This is an optimization exercise on Yosys and OpenROAD, whose aim is small area, not a production implementation. Where RTL was checked, it was by simulation tests only, not by an equivalence proof against the original.

==> run a: inputs <==
==> flow/design.v <==
module regFile
#(parameter N_REGS = 32, parameter DATA_WIDTH = 32, parameter N_READ_PORTS = 2, parameter N_WRITE_PORTS = 1,  localparam ADDR_WIDTH = $clog2(N_REGS))
(
	input logic clk,
	input logic rst,
	input logic en,
	input logic [N_WRITE_PORTS - 1 : 0] we,
	input logic [N_READ_PORTS - 1 : 0] re,
	input logic [N_READ_PORTS * ADDR_WIDTH - 1 : 0] rAddrs,
	input logic [N_WRITE_PORTS * ADDR_WIDTH - 1 : 0] wAddrs,
	input logic [N_WRITE_PORTS * DATA_WIDTH - 1 : 0] wPorts,
	output logic [N_READ_PORTS * DATA_WIDTH - 1 : 0] rPorts
);
logic [DATA_WIDTH - 1 : 0] regs [0 : N_REGS - 1];
always_ff @(posedge clk or posedge rst)
begin
	if (rst)
	begin: reset  
	for(int i = 0; i < N_REGS; i++)
		regs[i] <= 'b0;
	for(int i = 0; i < N_READ_PORTS; i++)
		rPorts[i * DATA_WIDTH +: DATA_WIDTH] <= 'b0;
end
else 
begin: run  
if (en)
begin: enable
	for (int i = 0; i < N_READ_PORTS; i++)
		if(re[i])
			rPorts[i * DATA_WIDTH +: DATA_WIDTH] <= regs[rAddrs[i * ADDR_WIDTH +: ADDR_WIDTH]];
		for (int i = 0; i < N_WRITE_PORTS; i++)
			if(we[i])
				regs[wAddrs[i * ADDR_WIDTH +: ADDR_WIDTH]] <= wPorts[i * DATA_WIDTH +: DATA_WIDTH];
		end
	end
end
endmodule
module regfile_top
(
	input  logic clk,
	input  logic rst,
	input  logic en,
	input  logic we,
	input  logic [1 : 0] re,
	input  logic [4 : 0] raddr0,
	input  logic [4 : 0] raddr1,
	input  logic [4 : 0] waddr,
	input  logic [31 : 0] wdata,
	output logic [31 : 0] rdata0,
	output logic [31 : 0] rdata1
);
regFile #(.N_REGS(32), .DATA_WIDTH(32), .N_READ_PORTS(2), .N_WRITE_PORTS(1)) u_rf
(
	.clk(clk), .rst(rst), .en(en), .we(we), .re(re),
	.rAddrs({raddr1, raddr0}),
	.wAddrs(waddr),
	.wPorts(wdata),
	.rPorts({rdata1, rdata0})
);
endmodule
==> flow/run.sh <==
#!/bin/bash
# synth_recipe.tcl (not shown) runs the flow's synth.tcl, then flattens the netlist and writes it again
# the make line also repeats each setting of config.mk as NAME=value (left out here)
make -C /OpenROAD-flow-scripts/flow DESIGN_CONFIG=/design/flow/config.mk WORK_HOME=/design/flow/orfs CLKGATE_MAP_FILE= SYNTH_SCRIPT=/design/flow/synth_recipe.tcl finish
==> flow/config.mk <==
export PLATFORM = sky130hd
export DESIGN_NAME = regfile_top
export DESIGN_NICKNAME = regfile_top
export VERILOG_FILES = /design/flow/design.v
export SDC_FILE = /design/flow/constraint.sdc
export NUM_CORES = 4
export LEC_CHECK = 0
export CAP_MARGIN = 20
export CORE_MARGIN = 2
export CORE_UTILIZATION = 30
export PLACE_DENSITY = 0.35
export SLEW_MARGIN = 20
==> flow/constraint.sdc <==
create_clock -name core_clock -period 5.0 [get_ports {clk}]
set_input_delay 1.0000 -clock core_clock [delete_from_list [all_inputs] [get_ports {clk}]]
set_output_delay 1.0000 -clock core_clock [all_outputs]
set_load 0.01 [all_outputs]
==> inputs of run b, as changes to run a <==
--- a/flow/design.v
+++ b/flow/design.v
@@ -1 +1,99 @@
+module regFile_row
+#(parameter DATA_WIDTH = 32)
+(
+	input logic clk,
+	input logic r,
+	input logic rn,
+	input logic [DATA_WIDTH - 1 : 0] wd,
+	output logic [DATA_WIDTH - 1 : 0] q
+);
+always_ff @(posedge clk)
+	q <= ~((q | {DATA_WIDTH{r}}) & (wd | {DATA_WIDTH{rn}}));
+endmodule
+module regFile_wdec
+(
+	input logic lo,
+	input logic hi,
+	input logic valid,
+	output logic wr,
+	output logic rn,
+	output logic vnext
+);
+assign rn = ~(lo & hi);
+assign wr = ~rn;
+assign vnext = valid | ~rn;
+endmodule
+module regFile_and3
+(
+	input logic [2 : 0] a,
+	output logic y
+);
+assign y = &a;
+endmodule
+module regFile_aoi3
+(
+	input logic [2 : 0] a,
+	input logic [2 : 0] b,
+	output logic y
+);
+assign y = ~|(a & b);
+endmodule
+module regFile_nand
+#(parameter N = 4)
+(
+	input logic [N - 1 : 0] a,
+	output logic y
+);
+assign y = ~&a;
+endmodule
+module regFile_or
+#(parameter N = 3)
+(
+	input logic [N - 1 : 0] a,
+	output logic y
+);
+assign y = |a;
+endmodule
+module regFile_xor
+(
+	input logic a,
+	input logic b,
+	output logic y
+);
+assign y = a ^ b;
+endmodule
+module regFile_rdmux
+#(parameter N_IN = 33, parameter DATA_WIDTH = 32, localparam N_GRP = (N_IN + 2) / 3, localparam N_NAND = (N_GRP + 3) / 4)
+(
+	input logic [N_IN - 1 : 0] sel,
+	input logic [N_IN * DATA_WIDTH - 1 : 0] data,
+	input logic x,
+	output logic [DATA_WIDTH - 1 : 0] d
+);
+logic [3 * N_GRP - 1 : 0] sel_p;
+assign sel_p = {{(3 * N_GRP - N_IN){1'b0}}, sel};
+for (genvar b = 0; b < DATA_WIDTH; b++)
+begin: g_bit
+	logic [N_GRP - 1 : 0] y;
+	for (genvar g = 0; g < N_GRP; g++)
+	begin: g_grp
+		logic [2 : 0] dv;
+		for (genvar t = 0; t < 3; t++)
+			if (3 * g + t < N_IN)
+				assign dv[t] = data[(3 * g + t) * DATA_WIDTH + b];
+			else
+				assign dv[t] = 1'b0;
+		regFile_aoi3 u_aoi (.a(sel_p[3 * g +: 3]), .b(dv), .y(y[g]));
+	end
+	logic [N_NAND - 1 : 0] g;
+	for (genvar n = 0; n < N_NAND; n++)
+	begin: g_nand
+		localparam int W = (N_GRP - 4 * n < 4) ? N_GRP - 4 * n : 4;
+		regFile_nand #(.N(W)) u_nand (.a(y[4 * n +: W]), .y(g[n]));
+	end
+	logic o;
+	regFile_or #(.N(N_NAND)) u_or (.a(g), .y(o));
+	regFile_xor u_xor (.a(o), .b(x), .y(d[b]));
+end
+endmodule
 module regFile
@@ -13,24 +111,88 @@
 );
-logic [DATA_WIDTH - 1 : 0] regs [0 : N_REGS - 1];
+logic p;
 always_ff @(posedge clk or posedge rst)
+	if (rst)
+		p <= 1'b0;
+	else
+		p <= ~p;
+localparam LO_BITS = ADDR_WIDTH / 2;
+localparam HI_BITS = ADDR_WIDTH - LO_BITS;
+logic [(1 << LO_BITS) - 1 : 0] wa_lo;
+logic [(1 << HI_BITS) - 1 : 0] wa_hi;
+always_comb
 begin
+	for (int i = 0; i < (1 << LO_BITS); i++)
+		wa_lo[i] = en & we[0] & (wAddrs[0 +: LO_BITS] == i);
+	for (int i = 0; i < (1 << HI_BITS); i++)
+		wa_hi[i] = (wAddrs[LO_BITS +: HI_BITS] == i);
+end
+logic [N_REGS - 1 : 0] wr;
+logic [N_REGS - 1 : 0] wrn;
+logic [N_REGS - 1 : 0] valid;
+logic [N_REGS - 1 : 0] valid_next;
+for (genvar i = 0; i < N_REGS; i++)
+begin: g_wdec
+	regFile_wdec u_wdec
+	(
+		.lo(wa_lo[i % (1 << LO_BITS)]), .hi(wa_hi[i / (1 << LO_BITS)]), .valid(valid[i]),
+		.wr(wr[i]), .rn(wrn[i]), .vnext(valid_next[i])
+	);
+end
+always_ff @(posedge clk or posedge rst)
 	if (rst)
-	begin: reset  
-	for(int i = 0; i < N_REGS; i++)
-		regs[i] <= 'b0;
-	for(int i = 0; i < N_READ_PORTS; i++)
-		rPorts[i * DATA_WIDTH +: DATA_WIDTH] <= 'b0;
-end
-else 
-begin: run  
-if (en)
-begin: enable
-	for (int i = 0; i < N_READ_PORTS; i++)
-		if(re[i])
-			rPorts[i * DATA_WIDTH +: DATA_WIDTH] <= regs[rAddrs[i * ADDR_WIDTH +: ADDR_WIDTH]];
-		for (int i = 0; i < N_WRITE_PORTS; i++)
-			if(we[i])
-				regs[wAddrs[i * ADDR_WIDTH +: ADDR_WIDTH]] <= wPorts[i * DATA_WIDTH +: DATA_WIDTH];
-		end
-	end
+		valid <= '0;
+	else
+		valid <= valid_next;
+logic [DATA_WIDTH - 1 : 0] wd;
+for (genvar j = 0; j < DATA_WIDTH; j++)
+begin: g_wd
+	regFile_xor u_xor (.a(wPorts[j]), .b(p), .y(wd[j]));
+end
+logic [N_REGS * DATA_WIDTH - 1 : 0] q;
+for (genvar i = 0; i < N_REGS; i++)
+begin: g_row
+	regFile_row #(.DATA_WIDTH(DATA_WIDTH)) u_row
+	(
+		.clk(clk), .r(wr[i]), .rn(wrn[i]), .wd(wd),
+		.q(q[i * DATA_WIDTH +: DATA_WIDTH])
+	);
+end
+for (genvar k = 0; k < N_READ_PORTS; k++)
+begin: g_rd
+	logic ld;
+	logic [N_REGS : 0] sel;
+	logic x;
+	logic [DATA_WIDTH - 1 : 0] d;
+	logic [(1 << LO_BITS) - 1 : 0] ra_lo;
+	logic [(1 << HI_BITS) - 1 : 0] ra_hi;
+	assign ld = en & re[k];
+	always_comb
+	begin
+		for (int i = 0; i < (1 << LO_BITS); i++)
+			ra_lo[i] = ld & (rAddrs[k * ADDR_WIDTH +: LO_BITS] == i);
+		for (int i = 0; i < (1 << HI_BITS); i++)
+			ra_hi[i] = (rAddrs[k * ADDR_WIDTH + LO_BITS +: HI_BITS] == i);
+	end
+	assign sel[N_REGS] = ~ld;
+	for (genvar i = 0; i < N_REGS; i++)
+	begin: g_sel
+		regFile_and3 u_and
+		(
+			.a({valid[i], ra_lo[i % (1 << LO_BITS)], ra_hi[i / (1 << LO_BITS)]}),
+			.y(sel[i])
+		);
+	end
+	assign x = p & (|sel[N_REGS - 1 : 0]);
+	regFile_rdmux #(.N_IN(N_REGS + 1), .DATA_WIDTH(DATA_WIDTH)) u_mux
+	(
+		.sel(sel),
+		.data({rPorts[k * DATA_WIDTH +: DATA_WIDTH], q}),
+		.x(x),
+		.d(d)
+	);
+	always_ff @(posedge clk or posedge rst)
+		if (rst)
+			rPorts[k * DATA_WIDTH +: DATA_WIDTH] <= '0;
+		else
+			rPorts[k * DATA_WIDTH +: DATA_WIDTH] <= d;
 end
==> flow/flow/run.sh (new file) <==
#!/bin/bash
# Standard layout with two changes: the clock tree is built without dummy
# loads and with larger sink clusters, and port buffers use the smallest buffer.
set -euo pipefail
bash standard.sh \
	"CTS_ARGS=-sink_clustering_enable -repair_clock_nets -dont_use_dummy_load -sink_clustering_size 30 -sink_clustering_max_diameter 80" \
	"BUFFER_PORTS_ARGS=-buffer_cell sky130_fd_sc_hd__buf_1" \
	finish > standard_make.log 2>&1
==> flow/standard.sh (new file) <==
#!/bin/bash
# synth_recipe.tcl (not shown) runs the flow's synth.tcl, then flattens the netlist and writes it again
# the make line also repeats each setting of config.mk as NAME=value (left out here)
make -C /OpenROAD-flow-scripts/flow DESIGN_CONFIG=/design/flow/config.mk WORK_HOME=/design/flow/orfs CLKGATE_MAP_FILE= SYNTH_SCRIPT=/design/flow/synth_recipe.tcl "${@:-finish}"
Settings changed: ABC_AREA from default to 0, CORE_UTILIZATION 30 to 55, CTS_CLUSTER_DIAMETER from default to 80, CTS_CLUSTER_SIZE from default to 30, PLACE_DENSITY 0.35 to 0.65, SYNTH_HIERARCHICAL from default to 1, SYNTH_MINIMUM_KEEP_SIZE from default to 0.
removed: flow/run.sh
==> inputs of run c, as changes to run a <==
--- a/flow/design.v
+++ b/flow/design.v
@@ -1 +1,47 @@
+module regFile_row
+#(parameter DATA_WIDTH = 32)
+(
+	input logic clk,
+	input logic r,
+	input logic rn,
+	input logic [DATA_WIDTH - 1 : 0] wd,
+	output logic [DATA_WIDTH - 1 : 0] q
+);
+always_ff @(posedge clk)
+	q <= ~((q | {DATA_WIDTH{r}}) & (wd | {DATA_WIDTH{rn}}));
+endmodule
+module regFile_aoi3
+(
+	input logic [2 : 0] a,
+	input logic [2 : 0] b,
+	output logic y
+);
+assign y = ~|(a & b);
+endmodule
+module regFile_rdmux
+#(parameter N_IN = 33, parameter DATA_WIDTH = 32, localparam N_GRP = (N_IN + 2) / 3)
+(
+	input logic [N_IN - 1 : 0] sel,
+	input logic [N_IN * DATA_WIDTH - 1 : 0] data,
+	input logic x,
+	output logic [DATA_WIDTH - 1 : 0] d
+);
+logic [3 * N_GRP - 1 : 0] sel_p;
+assign sel_p = {{(3 * N_GRP - N_IN){1'b0}}, sel};
+for (genvar b = 0; b < DATA_WIDTH; b++)
+begin: g_bit
+	logic [N_GRP - 1 : 0] y;
+	for (genvar g = 0; g < N_GRP; g++)
+	begin: g_grp
+		logic [2 : 0] dv;
+		for (genvar t = 0; t < 3; t++)
+			if (3 * g + t < N_IN)
+				assign dv[t] = data[(3 * g + t) * DATA_WIDTH + b];
+			else
+				assign dv[t] = 1'b0;
+		regFile_aoi3 u_aoi (.a(sel_p[3 * g +: 3]), .b(dv), .y(y[g]));
+	end
+	assign d[b] = ~&y ^ x;
+end
+endmodule
 module regFile
@@ -13,24 +59,55 @@
 );
-logic [DATA_WIDTH - 1 : 0] regs [0 : N_REGS - 1];
+logic p;
 always_ff @(posedge clk or posedge rst)
-begin
 	if (rst)
-	begin: reset  
-	for(int i = 0; i < N_REGS; i++)
-		regs[i] <= 'b0;
-	for(int i = 0; i < N_READ_PORTS; i++)
-		rPorts[i * DATA_WIDTH +: DATA_WIDTH] <= 'b0;
+		p <= 1'b0;
+	else
+		p <= ~p;
+logic [N_REGS - 1 : 0] wr;
+always_comb
+	for (int i = 0; i < N_REGS; i++)
+		wr[i] = en & we[0] & (wAddrs[0 +: ADDR_WIDTH] == i);
+logic [N_REGS - 1 : 0] valid;
+always_ff @(posedge clk or posedge rst)
+	if (rst)
+		valid <= '0;
+	else
+		valid <= valid | wr;
+logic [DATA_WIDTH - 1 : 0] wd;
+assign wd = wPorts[0 +: DATA_WIDTH] ^ {DATA_WIDTH{p}};
+logic [N_REGS * DATA_WIDTH - 1 : 0] q;
+for (genvar i = 0; i < N_REGS; i++)
+begin: g_row
+	regFile_row #(.DATA_WIDTH(DATA_WIDTH)) u_row
+	(
+		.clk(clk), .r(wr[i]), .rn(~wr[i]), .wd(wd),
+		.q(q[i * DATA_WIDTH +: DATA_WIDTH])
+	);
 end
-else 
-begin: run  
-if (en)
-begin: enable
-	for (int i = 0; i < N_READ_PORTS; i++)
-		if(re[i])
-			rPorts[i * DATA_WIDTH +: DATA_WIDTH] <= regs[rAddrs[i * ADDR_WIDTH +: ADDR_WIDTH]];
-		for (int i = 0; i < N_WRITE_PORTS; i++)
-			if(we[i])
-				regs[wAddrs[i * ADDR_WIDTH +: ADDR_WIDTH]] <= wPorts[i * DATA_WIDTH +: DATA_WIDTH];
-		end
+for (genvar k = 0; k < N_READ_PORTS; k++)
+begin: g_rd
+	logic ld;
+	logic [N_REGS : 0] sel;
+	logic x;
+	logic [DATA_WIDTH - 1 : 0] d;
+	assign ld = en & re[k];
+	always_comb
+	begin
+		for (int i = 0; i < N_REGS; i++)
+			sel[i] = ld & valid[i] & (rAddrs[k * ADDR_WIDTH +: ADDR_WIDTH] == i);
+		sel[N_REGS] = ~ld;
 	end
+	assign x = p & ld & valid[rAddrs[k * ADDR_WIDTH +: ADDR_WIDTH]];
+	regFile_rdmux #(.N_IN(N_REGS + 1), .DATA_WIDTH(DATA_WIDTH)) u_mux
+	(
+		.sel(sel),
+		.data({rPorts[k * DATA_WIDTH +: DATA_WIDTH], q}),
+		.x(x),
+		.d(d)
+	);
+	always_ff @(posedge clk or posedge rst)
+		if (rst)
+			rPorts[k * DATA_WIDTH +: DATA_WIDTH] <= '0;
+		else
+			rPorts[k * DATA_WIDTH +: DATA_WIDTH] <= d;
 end
Settings changed: ABC_AREA from default to 0, CORE_UTILIZATION 30 to 50, PLACE_DENSITY 0.35 to 0.6, SYNTH_HIERARCHICAL from default to 1, SYNTH_MINIMUM_KEEP_SIZE from default to 0.
==> flow_metrics.tcl <==
set metrics [dict create \
    status "no timing/DRC/antenna violations" \
    synth_top_area_cell "dfrtp_1" \
    largest-register "u_rf.regs" \
    p_clk_w 0.0104 \
    hold_slack_ns 0.495 \
    seq_power_share 0.462 \
]
-- figures above: run a

==> flow_metrics.tcl <==
set metrics [dict create \
    synth_top_area_cell "dfxtp_1" \
    largest-register "u_rf.g_row.u_row.q" \
    seq_power_share 0.502 \
    status "no timing/DRC/antenna violations" \
    via_count 43200 \
]
-- figures above: run c

==> flow_metrics.tcl <==
set metrics [dict create \
    hold_slack_ns 0.476 \
    status "no timing/DRC/antenna violations" \
    synthesis.nets 3678 \
    seq_power_share 0.640 \
    synth_top_area_cell "dfxtp_1" \
    p_clk_w 0.00456 \
    largest-register "u_rf.g_row.u_row.q" \
]
-- figures above: run b

Function not checked in run a: the RTL went through the layout flow alone.

separate check: timing with driven ports:
In the flow no input, the clock included, has a driving cell. The finished layouts below were timed again as built, in two steps.
Step 1: set_driving_cell puts a clkbuf_16 on clk and a buf_2 on each other input, an assumption about the parent block.
Step 2 times the ports against the registers' clock, not the clock port: input delays grow and output delays shrink by t, the midpoint of the rising clock arrivals with the driver on.
Three values: ideal ports, drivers, drivers and shift; two values: the first two.
run	t, ns	setup WS [ns]	worst setup path after step 2
run a	0.887	1.218 / 1.202 / 0.315	input to register
run b	0.718	1.323 / 1.372 / 0.654	input to register
run c	0.765	0.889 / 0.936 / 0.171	input to register
After both steps every run listed still meets setup and hold. For run a, which loses most, drivers alone change the setup slack by -0.016 ns; drivers and shift together by -0.903 ns.
